What follows belongs to an exercise in optimizing a design on an open flow for small area and a short achievable clock period; a production flow would make more cautious choices. RTL that was checked went through simulation tests only; none was proved equivalent to the original.

Setup of v38:
Design FP_div, start of the top module:
module FP_div(FP_A, FP_B, clk, ce, FP_Z);
   parameter K = 1;
   input  [31:0] FP_A;
   input  [31:0] FP_B;
   input         clk;
   input         ce;
   output [31:0] FP_Z;
   reg    [31:0] FP_Z;
   wire [26:0]  s1, c1;
   wire [K-1:0] p2_1, p1_1, n1_1, n2_1;
   wire [1:0]   cls1;
   wire         sign1;
   wire [7:0]   exp1;
   fp_div_s1 #(K) st1(.FP_A(FP_A), .FP_B(FP_B), .s(s1), .c(c1),
                      .p2(p2_1), .p1(p1_1), .n1(n1_1), .n2(n2_1),
                      .cls(cls1), .sign(sign1), .expo(exp1));
   reg [26:0]  s_r, c_r;
   reg [22:0]  y_r;
   reg [K-1:0] p2_r, p1_r, n1_r, n2_r;
   reg [1:0]   cls_r;
   reg         sign_r;
   reg [7:0]   exp_r;
   always @(posedge clk) begin
      if (ce) begin
         s_r <= s1;
         c_r <= c1;
         y_r <= FP_B[22:0];
         p2_r <= p2_1;
         p1_r <= p1_1;
         n1_r <= n1_1;
         n2_r <= n2_1;
         cls_r <= cls1;
         sign_r <= sign1;
         exp_r <= exp1;
      end
   end
   wire [31:0] z;
   fp_div_s2 #(K) st2(.s(s_r), .c(c_r), .y(y_r), .p2(p2_r), .p1(p1_r), .n1(n1_r), .n2(n2_r),
                      .cls(cls_r), .sign(sign_r), .expo(exp_r), .z(z));
   always @(posedge clk)
      if (ce)
         FP_Z <= z;
endmodule
Size: roughly 6300 cells after synthesis, about 120 flip-flops, ~98 I/O pins, ~38000 sq um of cells after synthesis.
==> module a_s, before the edit <==
module a_s(s_in, c_in, y, s_out, c_out, qp2, qp1, qn1, qn2);
   input  [26:0] s_in;
   input  [26:0] c_in;
   input  [22:0] y;
   output [26:0] s_out;
   output [26:0] c_out;
   output        qp2, qp1, qn1, qn2;
   wire [6:0] est = s_in[26:20] + c_in[26:20];
   div_nr_wsticky qds(.yt(y[22:20]), .est(est), .q({qp2, qp1, qn1, qn2}));
   wire [28:0] d1 = {3'b000, 1'b1, y, 2'b00};
   wire [28:0] d2 = {2'b00, 1'b1, y, 3'b000};
   wire [28:0] m = ({29{qp1}} & ~d1) | ({29{qp2}} & ~d2) | ({29{qn1}} & d1) | ({29{qn2}} & d2);
   wire [28:0] a = {s_in, 2'b00};
   wire [28:0] b = {c_in, 1'b0, qp1 | qp2};
   wire [28:0] sum = a ^ b ^ m;
   wire [28:0] cy  = (a & b) | (a & m) | (b & m);
   assign s_out = sum[26:0];
   assign c_out = {cy[25:0], 1'b0};
endmodule
==> module FP_div, before the edit <==
module FP_div(FP_A, FP_B, clk, ce, FP_Z);
   parameter K = 1;
   input  [31:0] FP_A;
   input  [31:0] FP_B;
   input         clk;
   input         ce;
   output [31:0] FP_Z;
   reg    [31:0] FP_Z;
   wire [26:0]  s1, c1;
   wire [K-1:0] p2_1, p1_1, n1_1, n2_1;
   wire [1:0]   cls1;
   wire         sign1;
   wire [7:0]   exp1;
   fp_div_s1 #(K) st1(.FP_A(FP_A), .FP_B(FP_B), .s(s1), .c(c1),
                      .p2(p2_1), .p1(p1_1), .n1(n1_1), .n2(n2_1),
                      .cls(cls1), .sign(sign1), .expo(exp1));
   reg [26:0]  s_r, c_r;
   reg [22:0]  y_r;
   reg [K-1:0] p2_r, p1_r, n1_r, n2_r;
   reg [1:0]   cls_r;
   reg         sign_r;
   reg [7:0]   exp_r;
   always @(posedge clk) begin
      if (ce) begin
         s_r <= s1;
         c_r <= c1;
         y_r <= FP_B[22:0];
         p2_r <= p2_1;
         p1_r <= p1_1;
         n1_r <= n1_1;
         n2_r <= n2_1;
         cls_r <= cls1;
         sign_r <= sign1;
         exp_r <= exp1;
      end
   end
   wire [31:0] z;
   fp_div_s2 #(K) st2(.s(s_r), .c(c_r), .y(y_r), .p2(p2_r), .p1(p1_r), .n1(n1_r), .n2(n2_r),
                      .cls(cls_r), .sign(sign_r), .expo(exp_r), .z(z));
   always @(posedge clk)
      if (ce)
         FP_Z <= z;
endmodule
==> module fp_div_s1, before the edit <==
module fp_div_s1(FP_A, FP_B, s, c, p2, p1, n1, n2, cls, sign, expo);
   parameter K = 1;
   input  [31:0]  FP_A;
   input  [31:0]  FP_B;
   output [26:0]  s, c;
   output [K-1:0] p2, p1, n1, n2;
   output [1:0]   cls;
   output         sign;
   output [7:0]   expo;
   wire [7:0] ea = FP_A[30:23];
   wire [7:0] eb = FP_B[30:23];
   wire fa_z = (FP_A[22:0] == 23'd0);
   wire fb_z = (FP_B[22:0] == 23'd0);
   wire nan1  = (&ea & ~fa_z) | (&eb & ~fb_z);
   wire inf1  = (&ea) | (&eb) | (eb == 8'd0);
   wire zero1 = (ea == 8'd0) & fa_z;
   wire hi = (FP_A[22:0] >= FP_B[22:0]);
   wire [8:0] en = {1'b0, ea} - {1'b0, eb} + 9'd126 + {8'd0, hi};
   wire ovf = (en[8:7] == 2'b10) | (en == 9'd255);
   wire unf = (en[8:7] == 2'b11) | (en[7:0] == 8'd0);
   assign cls = nan1 ? 2'd3 : (inf1 | ovf) ? 2'd2 : (zero1 | unf) ? 2'd1 : 2'd0;
   assign sign = FP_A[31] ^ FP_B[31];
   assign expo = en[7:0];
   wire [26:0] sr [0:K];
   wire [26:0] cr [0:K];
   assign sr[0] = hi ? {3'b000, 1'b1, FP_A[22:0]} : {2'b00, 1'b1, FP_A[22:0], 1'b0};
   assign cr[0] = 27'd0;
   genvar i;
   generate
      for (i = 0; i < K; i = i + 1) begin : row
         a_s r(.s_in(sr[i]), .c_in(cr[i]), .y(FP_B[22:0]),
               .s_out(sr[i+1]), .c_out(cr[i+1]),
               .qp2(p2[K-1-i]), .qp1(p1[K-1-i]), .qn1(n1[K-1-i]), .qn2(n2[K-1-i]));
      end
   endgenerate
   assign s = sr[K];
   assign c = cr[K];
endmodule
==> module fp_div_s2, before the edit <==
module fp_div_s2(s, c, y, p2, p1, n1, n2, cls, sign, expo, z);
   parameter K = 1;
   input  [26:0]  s, c;
   input  [22:0]  y;
   input  [K-1:0] p2, p1, n1, n2;
   input  [1:0]   cls;
   input          sign;
   input  [7:0]   expo;
   output [31:0]  z;
   wire [26:0] sr [0:13-K];
   wire [26:0] cr [0:13-K];
   wire [12-K:0] p2_2, p1_2, n1_2, n2_2;
   assign sr[0] = s;
   assign cr[0] = c;
   genvar i;
   generate
      for (i = 0; i < 13 - K; i = i + 1) begin : row
         a_s r(.s_in(sr[i]), .c_in(cr[i]), .y(y),
               .s_out(sr[i+1]), .c_out(cr[i+1]),
               .qp2(p2_2[12-K-i]), .qp1(p1_2[12-K-i]), .qn1(n1_2[12-K-i]), .qn2(n2_2[12-K-i]));
      end
   endgenerate
   wire [12:0] a2 = {p2, p2_2}, a1 = {p1, p1_2}, b1 = {n1, n1_2}, b2 = {n2, n2_2};
   wire [25:0] qp, qn;
   generate
      for (i = 0; i < 13; i = i + 1) begin : dig
         assign qp[2*i+1:2*i] = {a2[i], a1[i]};
         assign qn[2*i+1:2*i] = {b2[i], b1[i]};
      end
   endgenerate
   wire [26:0] w = sr[13-K] + cr[13-K];
   wire [25:0] q0 = qp - qn;
   wire [25:0] q1 = qp - qn + 26'd1;
   wire [22:0] man = w[26] ? q0[23:1] : q1[23:1];
   reg [30:0] zz;
   always @(*) begin
      case (cls)
         2'd3: zz = {8'hff, 23'h400000};
         2'd2: zz = {8'hff, 23'd0};
         2'd1: zz = 31'd0;
         default: zz = {expo, man};
      endcase
   end
   assign z = {sign, zz};
endmodule
Settings: LEC_CHECK=0, ABC_AREA=1, CAP_MARGIN=60, CORE_MARGIN=2, CORE_UTILIZATION=45, PLACE_DENSITY=0.6, SLEW_MARGIN=60; clock period 80.0 ns.
standard.sh (not shown) runs the stock make flow with config.mk's settings and CLKGATE_MAP_FILE= SYNTH_SCRIPT=/design/flow/synth_recipe.tcl, a recipe that flattens the netlist after the stock synthesis.
==> flow/flow/run.sh <==
#!/bin/bash
# The standard layout, except that synthesis does not extract full and half
# adders into the library's adder cells (ADDER_MAP_FILE empty): the adder
# cells are slow, and they cut the logic into pieces that ABC maps one by one,
# so ABC can not see the real critical paths.  Everything else, including the
# synthesis script, is the standard flow's own.  make's output goes to standard.log; the
# ORFS tools keep their own logs under orfs/logs.
set -euo pipefail
bash standard.sh ADDER_MAP_FILE= finish > standard.log 2>&1
v38 | stages: all done | timing, DRC, antenna: all pass
--- input diff v38..v39 ---
--- a/flow/design.v
+++ b/flow/design.v
@@ -5,11 +5,29 @@
    output [26:0] s_out;
    output [26:0] c_out;
    output        qp2, qp1, qn1, qn2;
+   a_s_sel sel(.s_in(s_in), .c_in(c_in), .y(y), .q({qp2, qp1, qn1, qn2}));
+   a_s_csa csa(.s_in(s_in), .c_in(c_in), .y(y), .q({qp2, qp1, qn1, qn2}),
+               .s_out(s_out), .c_out(c_out));
+endmodule
+module a_s_sel(s_in, c_in, y, q);
+   input  [26:0] s_in;
+   input  [26:0] c_in;
+   input  [22:0] y;
+   output [3:0]  q;
    wire [6:0] est = s_in[26:20] + c_in[26:20];
-   div_nr_wsticky qds(.yt(y[22:20]), .est(est), .q({qp2, qp1, qn1, qn2}));
+   div_nr_wsticky qds(.yt(y[22:20]), .est(est), .q(q));
+endmodule
+module a_s_csa(s_in, c_in, y, q, s_out, c_out);
+   input  [26:0] s_in;
+   input  [26:0] c_in;
+   input  [22:0] y;
+   input  [3:0]  q;
+   output [26:0] s_out;
+   output [26:0] c_out;
+   wire qp2 = q[3], qp1 = q[2], qn1 = q[1], qn2 = q[0];
    wire [28:0] d1 = {3'b000, 1'b1, y, 2'b00};
    wire [28:0] d2 = {2'b00, 1'b1, y, 3'b000};
-   wire [28:0] m = ({29{qp1}} & ~d1) | ({29{qp2}} & ~d2) | ({29{qn1}} & d1) | ({29{qn2}} & d2);
+   wire [28:0] m = ({29{qp1 | qn1}} & d1 | {29{qp2 | qn2}} & d2) ^ {29{qp1 | qp2}};
    wire [28:0] a = {s_in, 2'b00};
    wire [28:0] b = {c_in, 1'b0, qp1 | qp2};
    wire [28:0] sum = a ^ b ^ m;
@@ -1052,7 +1070,7 @@
    end
 endmodule
 module FP_div(FP_A, FP_B, clk, ce, FP_Z);
-   parameter K = 1;
+   parameter K = 2;
    input  [31:0] FP_A;
    input  [31:0] FP_B;
    input         clk;
@@ -1064,7 +1082,8 @@
    wire [1:0]   cls1;
    wire         sign1;
    wire [7:0]   exp1;
-   fp_div_s1 #(K) st1(.FP_A(FP_A), .FP_B(FP_B), .s(s1), .c(c1),
+   wire [3:0]   qk1;
+   fp_div_s1 #(K) st1(.FP_A(FP_A), .FP_B(FP_B), .s(s1), .c(c1), .qk(qk1),
                       .p2(p2_1), .p1(p1_1), .n1(n1_1), .n2(n2_1),
                       .cls(cls1), .sign(sign1), .expo(exp1));
    reg [26:0]  s_r, c_r;
@@ -1073,8 +1092,10 @@
    reg [1:0]   cls_r;
    reg         sign_r;
    reg [7:0]   exp_r;
+   reg [3:0]   qk_r;
    always @(posedge clk) begin
       if (ce) begin
+         qk_r <= qk1;
          s_r <= s1;
          c_r <= c1;
          y_r <= FP_B[22:0];
@@ -1088,17 +1109,18 @@
       end
    end
    wire [31:0] z;
-   fp_div_s2 #(K) st2(.s(s_r), .c(c_r), .y(y_r), .p2(p2_r), .p1(p1_r), .n1(n1_r), .n2(n2_r),
+   fp_div_s2 #(K) st2(.s(s_r), .c(c_r), .qk(qk_r), .y(y_r), .p2(p2_r), .p1(p1_r), .n1(n1_r), .n2(n2_r),
                       .cls(cls_r), .sign(sign_r), .expo(exp_r), .z(z));
    always @(posedge clk)
       if (ce)
          FP_Z <= z;
 endmodule
-module fp_div_s1(FP_A, FP_B, s, c, p2, p1, n1, n2, cls, sign, expo);
-   parameter K = 1;
+module fp_div_s1(FP_A, FP_B, s, c, qk, p2, p1, n1, n2, cls, sign, expo);
+   parameter K = 2;
    input  [31:0]  FP_A;
    input  [31:0]  FP_B;
    output [26:0]  s, c;
+   output [3:0]   qk;
    output [K-1:0] p2, p1, n1, n2;
    output [1:0]   cls;
    output         sign;
@@ -1131,10 +1153,12 @@
    endgenerate
    assign s = sr[K];
    assign c = cr[K];
+   a_s_sel selk(.s_in(sr[K]), .c_in(cr[K]), .y(FP_B[22:0]), .q(qk));
 endmodule
-module fp_div_s2(s, c, y, p2, p1, n1, n2, cls, sign, expo, z);
-   parameter K = 1;
+module fp_div_s2(s, c, qk, y, p2, p1, n1, n2, cls, sign, expo, z);
+   parameter K = 2;
    input  [26:0]  s, c;
+   input  [3:0]   qk;
    input  [22:0]  y;
    input  [K-1:0] p2, p1, n1, n2;
    input  [1:0]   cls;
@@ -1147,8 +1171,10 @@
    assign sr[0] = s;
    assign cr[0] = c;
    genvar i;
+   assign {p2_2[12-K], p1_2[12-K], n1_2[12-K], n2_2[12-K]} = qk;
+   a_s_csa r0(.s_in(sr[0]), .c_in(cr[0]), .y(y), .q(qk), .s_out(sr[1]), .c_out(cr[1]));
    generate
-      for (i = 0; i < 13 - K; i = i + 1) begin : row
+      for (i = 1; i < 13 - K; i = i + 1) begin : row
          a_s r(.s_in(sr[i]), .c_in(cr[i]), .y(y),
                .s_out(sr[i+1]), .c_out(cr[i+1]),
                .qp2(p2_2[12-K-i]), .qp1(p1_2[12-K-i]), .qn1(n1_2[12-K-i]), .qn2(n2_2[12-K-i]));
==> comparison <==
- Between v39 and v38, the final standard cell utilization of the core is lower for v38.
- Across both runs, maximum frequency was higher for v39 than for v38.
- v39 against v38: final cell count without fillers dropped about 7%, y dimension of the die dropped 3.6%, post-synthesis instance area dropped about 7%, non-clock inverter total of the final layout dropped 119.
- [compare] base=v38 new=v39: wire length the detailed router placed on met1 moved down; area growth from synthesis to final layout moved up.
- Taking v38 as the reference, in v39 wire length has decreased, register-to-register slack has increased, total number of sequential cells has increased, count of multi-input combinational gates has decreased.
No run of this note included a check of the RTL's function; only the layout flow was run.

Another version of the RTL of FP_div (not shown whole).
Size in the first run: roughly 6300 cells after synthesis, about 98 I/O pins, ~37000 sq um of cells after synthesis.
==> module FP_div, before the edit <==
module FP_div(FP_A, FP_B, clk, ce, FP_Z);
   parameter K = 2;
   input  [31:0] FP_A;
   input  [31:0] FP_B;
   input         clk;
   input         ce;
   output [31:0] FP_Z;
   reg    [31:0] FP_Z;
   wire [26:0]  s1, c1;
   wire [K-1:0] p2_1, p1_1, n1_1, n2_1;
   wire [1:0]   cls1;
   wire         sign1;
   wire [7:0]   exp1;
   fp_div_s1 #(K) st1(.FP_A(FP_A), .FP_B(FP_B), .s(s1), .c(c1),
                      .p2(p2_1), .p1(p1_1), .n1(n1_1), .n2(n2_1),
                      .cls(cls1), .sign(sign1), .expo(exp1));
   reg [26:0]  s_r, c_r;
   reg [22:0]  y_r;
   reg [K-1:0] p2_r, p1_r, n1_r, n2_r;
   reg [1:0]   cls_r;
   reg         sign_r;
   reg [7:0]   exp_r;
   always @(posedge clk) begin
      if (ce) begin
         s_r <= s1;
         c_r <= c1;
         y_r <= FP_B[22:0];
         p2_r <= p2_1;
         p1_r <= p1_1;
         n1_r <= n1_1;
         n2_r <= n2_1;
         cls_r <= cls1;
         sign_r <= sign1;
         exp_r <= exp1;
      end
   end
   wire [31:0] z;
   fp_div_s2 #(K) st2(.s(s_r), .c(c_r), .y(y_r), .p2(p2_r), .p1(p1_r), .n1(n1_r), .n2(n2_r),
                      .cls(cls_r), .sign(sign_r), .expo(exp_r), .z(z));
   always @(posedge clk)
      if (ce)
         FP_Z <= z;
endmodule
==> module fp_div_s1, before the edit <==
module fp_div_s1(FP_A, FP_B, s, c, p2, p1, n1, n2, cls, sign, expo);
   parameter K = 2;
   input  [31:0]  FP_A;
   input  [31:0]  FP_B;
   output [26:0]  s, c;
   output [K-1:0] p2, p1, n1, n2;
   output [1:0]   cls;
   output         sign;
   output [7:0]   expo;
   wire [7:0] ea = FP_A[30:23];
   wire [7:0] eb = FP_B[30:23];
   wire fa_z = (FP_A[22:0] == 23'd0);
   wire fb_z = (FP_B[22:0] == 23'd0);
   wire nan1  = (&ea & ~fa_z) | (&eb & ~fb_z);
   wire inf1  = (&ea) | (&eb) | (eb == 8'd0);
   wire zero1 = (ea == 8'd0) & fa_z;
   wire hi = (FP_A[22:0] >= FP_B[22:0]);
   wire [8:0] en = {1'b0, ea} - {1'b0, eb} + 9'd126 + {8'd0, hi};
   wire ovf = (en[8:7] == 2'b10) | (en == 9'd255);
   wire unf = (en[8:7] == 2'b11) | (en[7:0] == 8'd0);
   assign cls = nan1 ? 2'd3 : (inf1 | ovf) ? 2'd2 : (zero1 | unf) ? 2'd1 : 2'd0;
   assign sign = FP_A[31] ^ FP_B[31];
   assign expo = en[7:0];
   wire [26:0] sr [0:K];
   wire [26:0] cr [0:K];
   assign sr[0] = hi ? {3'b000, 1'b1, FP_A[22:0]} : {2'b00, 1'b1, FP_A[22:0], 1'b0};
   assign cr[0] = 27'd0;
   genvar i;
   generate
      for (i = 0; i < K; i = i + 1) begin : row
         a_s r(.s_in(sr[i]), .c_in(cr[i]), .y(FP_B[22:0]),
               .s_out(sr[i+1]), .c_out(cr[i+1]),
               .qp2(p2[K-1-i]), .qp1(p1[K-1-i]), .qn1(n1[K-1-i]), .qn2(n2[K-1-i]));
      end
   endgenerate
   assign s = sr[K];
   assign c = cr[K];
endmodule
==> module fp_div_s2, before the edit <==
module fp_div_s2(s, c, y, p2, p1, n1, n2, cls, sign, expo, z);
   parameter K = 2;
   input  [26:0]  s, c;
   input  [22:0]  y;
   input  [K-1:0] p2, p1, n1, n2;
   input  [1:0]   cls;
   input          sign;
   input  [7:0]   expo;
   output [31:0]  z;
   wire [26:0] sr [0:13-K];
   wire [26:0] cr [0:13-K];
   wire [12-K:0] p2_2, p1_2, n1_2, n2_2;
   assign sr[0] = s;
   assign cr[0] = c;
   genvar i;
   generate
      for (i = 0; i < 13 - K; i = i + 1) begin : row
         a_s r(.s_in(sr[i]), .c_in(cr[i]), .y(y),
               .s_out(sr[i+1]), .c_out(cr[i+1]),
               .qp2(p2_2[12-K-i]), .qp1(p1_2[12-K-i]), .qn1(n1_2[12-K-i]), .qn2(n2_2[12-K-i]));
      end
   endgenerate
   wire [12:0] a2 = {p2, p2_2}, a1 = {p1, p1_2}, b1 = {n1, n1_2}, b2 = {n2, n2_2};
   wire [25:0] qp, qn;
   generate
      for (i = 0; i < 13; i = i + 1) begin : dig
         assign qp[2*i+1:2*i] = {a2[i], a1[i]};
         assign qn[2*i+1:2*i] = {b2[i], b1[i]};
      end
   endgenerate
   wire [26:0] w = sr[13-K] + cr[13-K];
   wire [25:0] q0 = qp - qn;
   wire [25:0] q1 = qp - qn + 26'd1;
   wire [22:0] man = w[26] ? q0[23:1] : q1[23:1];
   reg [30:0] zz;
   always @(*) begin
      case (cls)
         2'd3: zz = {8'hff, 23'h400000};
         2'd2: zz = {8'hff, 23'd0};
         2'd1: zz = 31'd0;
         default: zz = {expo, man};
      endcase
   end
   assign z = {sign, zz};
endmodule
clock: 80.0 ns
lec_check: 0
abc_area: 1
cap_margin: 60
core_margin: 2
core_utilization: 45
place_density: 0.6
slew_margin: 60
Scripts as last shown in full above: flow/flow/run.sh
==> next run, changes <==
--- a/flow/design.v
+++ b/flow/design.v
@@ -5,8 +5,26 @@
    output [26:0] s_out;
    output [26:0] c_out;
    output        qp2, qp1, qn1, qn2;
+   a_s_sel sel(.s_in(s_in), .c_in(c_in), .y(y), .q({qp2, qp1, qn1, qn2}));
+   a_s_csa csa(.s_in(s_in), .c_in(c_in), .y(y), .q({qp2, qp1, qn1, qn2}),
+               .s_out(s_out), .c_out(c_out));
+endmodule
+module a_s_sel(s_in, c_in, y, q);
+   input  [26:0] s_in;
+   input  [26:0] c_in;
+   input  [22:0] y;
+   output [3:0]  q;
    wire [6:0] est = s_in[26:20] + c_in[26:20];
-   div_nr_wsticky qds(.yt(y[22:20]), .est(est), .q({qp2, qp1, qn1, qn2}));
+   div_nr_wsticky qds(.yt(y[22:20]), .est(est), .q(q));
+endmodule
+module a_s_csa(s_in, c_in, y, q, s_out, c_out);
+   input  [26:0] s_in;
+   input  [26:0] c_in;
+   input  [22:0] y;
+   input  [3:0]  q;
+   output [26:0] s_out;
+   output [26:0] c_out;
+   wire qp2 = q[3], qp1 = q[2], qn1 = q[1], qn2 = q[0];
    wire [28:0] d1 = {3'b000, 1'b1, y, 2'b00};
    wire [28:0] d2 = {2'b00, 1'b1, y, 3'b000};
    wire [28:0] m = ({29{qp1}} & ~d1) | ({29{qp2}} & ~d2) | ({29{qn1}} & d1) | ({29{qn2}} & d2);
@@ -1064,7 +1082,8 @@
    wire [1:0]   cls1;
    wire         sign1;
    wire [7:0]   exp1;
-   fp_div_s1 #(K) st1(.FP_A(FP_A), .FP_B(FP_B), .s(s1), .c(c1),
+   wire [3:0]   qk1;
+   fp_div_s1 #(K) st1(.FP_A(FP_A), .FP_B(FP_B), .s(s1), .c(c1), .qk(qk1),
                       .p2(p2_1), .p1(p1_1), .n1(n1_1), .n2(n2_1),
                       .cls(cls1), .sign(sign1), .expo(exp1));
    reg [26:0]  s_r, c_r;
@@ -1073,8 +1092,10 @@
    reg [1:0]   cls_r;
    reg         sign_r;
    reg [7:0]   exp_r;
+   reg [3:0]   qk_r;
    always @(posedge clk) begin
       if (ce) begin
+         qk_r <= qk1;
          s_r <= s1;
          c_r <= c1;
          y_r <= FP_B[22:0];
@@ -1088,17 +1109,18 @@
       end
    end
    wire [31:0] z;
-   fp_div_s2 #(K) st2(.s(s_r), .c(c_r), .y(y_r), .p2(p2_r), .p1(p1_r), .n1(n1_r), .n2(n2_r),
+   fp_div_s2 #(K) st2(.s(s_r), .c(c_r), .qk(qk_r), .y(y_r), .p2(p2_r), .p1(p1_r), .n1(n1_r), .n2(n2_r),
                       .cls(cls_r), .sign(sign_r), .expo(exp_r), .z(z));
    always @(posedge clk)
       if (ce)
          FP_Z <= z;
 endmodule
-module fp_div_s1(FP_A, FP_B, s, c, p2, p1, n1, n2, cls, sign, expo);
+module fp_div_s1(FP_A, FP_B, s, c, qk, p2, p1, n1, n2, cls, sign, expo);
    parameter K = 2;
    input  [31:0]  FP_A;
    input  [31:0]  FP_B;
    output [26:0]  s, c;
+   output [3:0]   qk;
    output [K-1:0] p2, p1, n1, n2;
    output [1:0]   cls;
    output         sign;
@@ -1131,10 +1153,12 @@
    endgenerate
    assign s = sr[K];
    assign c = cr[K];
+   a_s_sel selk(.s_in(sr[K]), .c_in(cr[K]), .y(FP_B[22:0]), .q(qk));
 endmodule
-module fp_div_s2(s, c, y, p2, p1, n1, n2, cls, sign, expo, z);
+module fp_div_s2(s, c, qk, y, p2, p1, n1, n2, cls, sign, expo, z);
    parameter K = 2;
    input  [26:0]  s, c;
+   input  [3:0]   qk;
    input  [22:0]  y;
    input  [K-1:0] p2, p1, n1, n2;
    input  [1:0]   cls;
@@ -1147,8 +1171,10 @@
    assign sr[0] = s;
    assign cr[0] = c;
    genvar i;
+   assign {p2_2[12-K], p1_2[12-K], n1_2[12-K], n2_2[12-K]} = qk;
+   a_s_csa r0(.s_in(sr[0]), .c_in(cr[0]), .y(y), .q(qk), .s_out(sr[1]), .c_out(cr[1]));
    generate
-      for (i = 0; i < 13 - K; i = i + 1) begin : row
+      for (i = 1; i < 13 - K; i = i + 1) begin : row
          a_s r(.s_in(sr[i]), .c_in(cr[i]), .y(y),
                .s_out(sr[i+1]), .c_out(cr[i+1]),
                .qp2(p2_2[12-K-i]), .qp1(p1_2[12-K-i]), .qn1(n1_2[12-K-i]), .qn2(n2_2[12-K-i]));
What happened: Clock-buffer cell count drops by 1; die area came out lower by about 1.7%; non-clock buffer count shrinks by 3; final area decreases by about 1%; area after synthesis decreases by about 1.8%; wire length goes down by about 0.8%; sequential share of layout area is about the same; setup slack is better by 0.31 ns; synthesized cell count is lower by about 0.5%; worst hold slack is about the same; global-route usage came out higher by 0.25 points; critical path depth is lower by 120; final cell count fell by about 0.8%.

-- what the ideal ports hide --
The results above use ideal ports. As a check the final layouts listed here were re-extracted and re-timed, cells and wires unchanged.
Step 1, drivers: a clkbuf_16 drives clk and a buf_2 each remaining input, both assumed.
Step 2, shift: input delay + t, output delay - t, t = (earliest + latest rising clock arrival at the registers) / 2. This alone moves slack from input paths to output paths.
a / b / c = ideal / step 1 / step 2; a / b = the first two.
run | t (ns) | setup WS [ns] | latest minus earliest clock arrival (ns) | worst register clock-pin slew, ns | pins driven straight from the clock port
v38 | 0.478 | 52.034 / 52.034 / 52.034 | 0.010 / 0.010 | 0.06 / 0.06 | 1
v39 | 0.460 | 53.166 / 53.166 / 53.166 | 0.018 / 0.018 | 0.06 / 0.06 | 1
the first run of note 2 | 0.456 | 54.489 / 54.489 / 54.489 | 0.013 / 0.013 | 0.06 / 0.06 | 1
the second run of note 2 | 0.470 | 54.797 / 54.828 / 54.358 | 0.009 / 0.009 | 0.06 / 0.06 | 1
After both steps setup and hold are still met in every run listed. The setup slack of the second run of note 2, which loses most, moves by +0.031 ns with the drivers and by -0.439 ns with both steps.
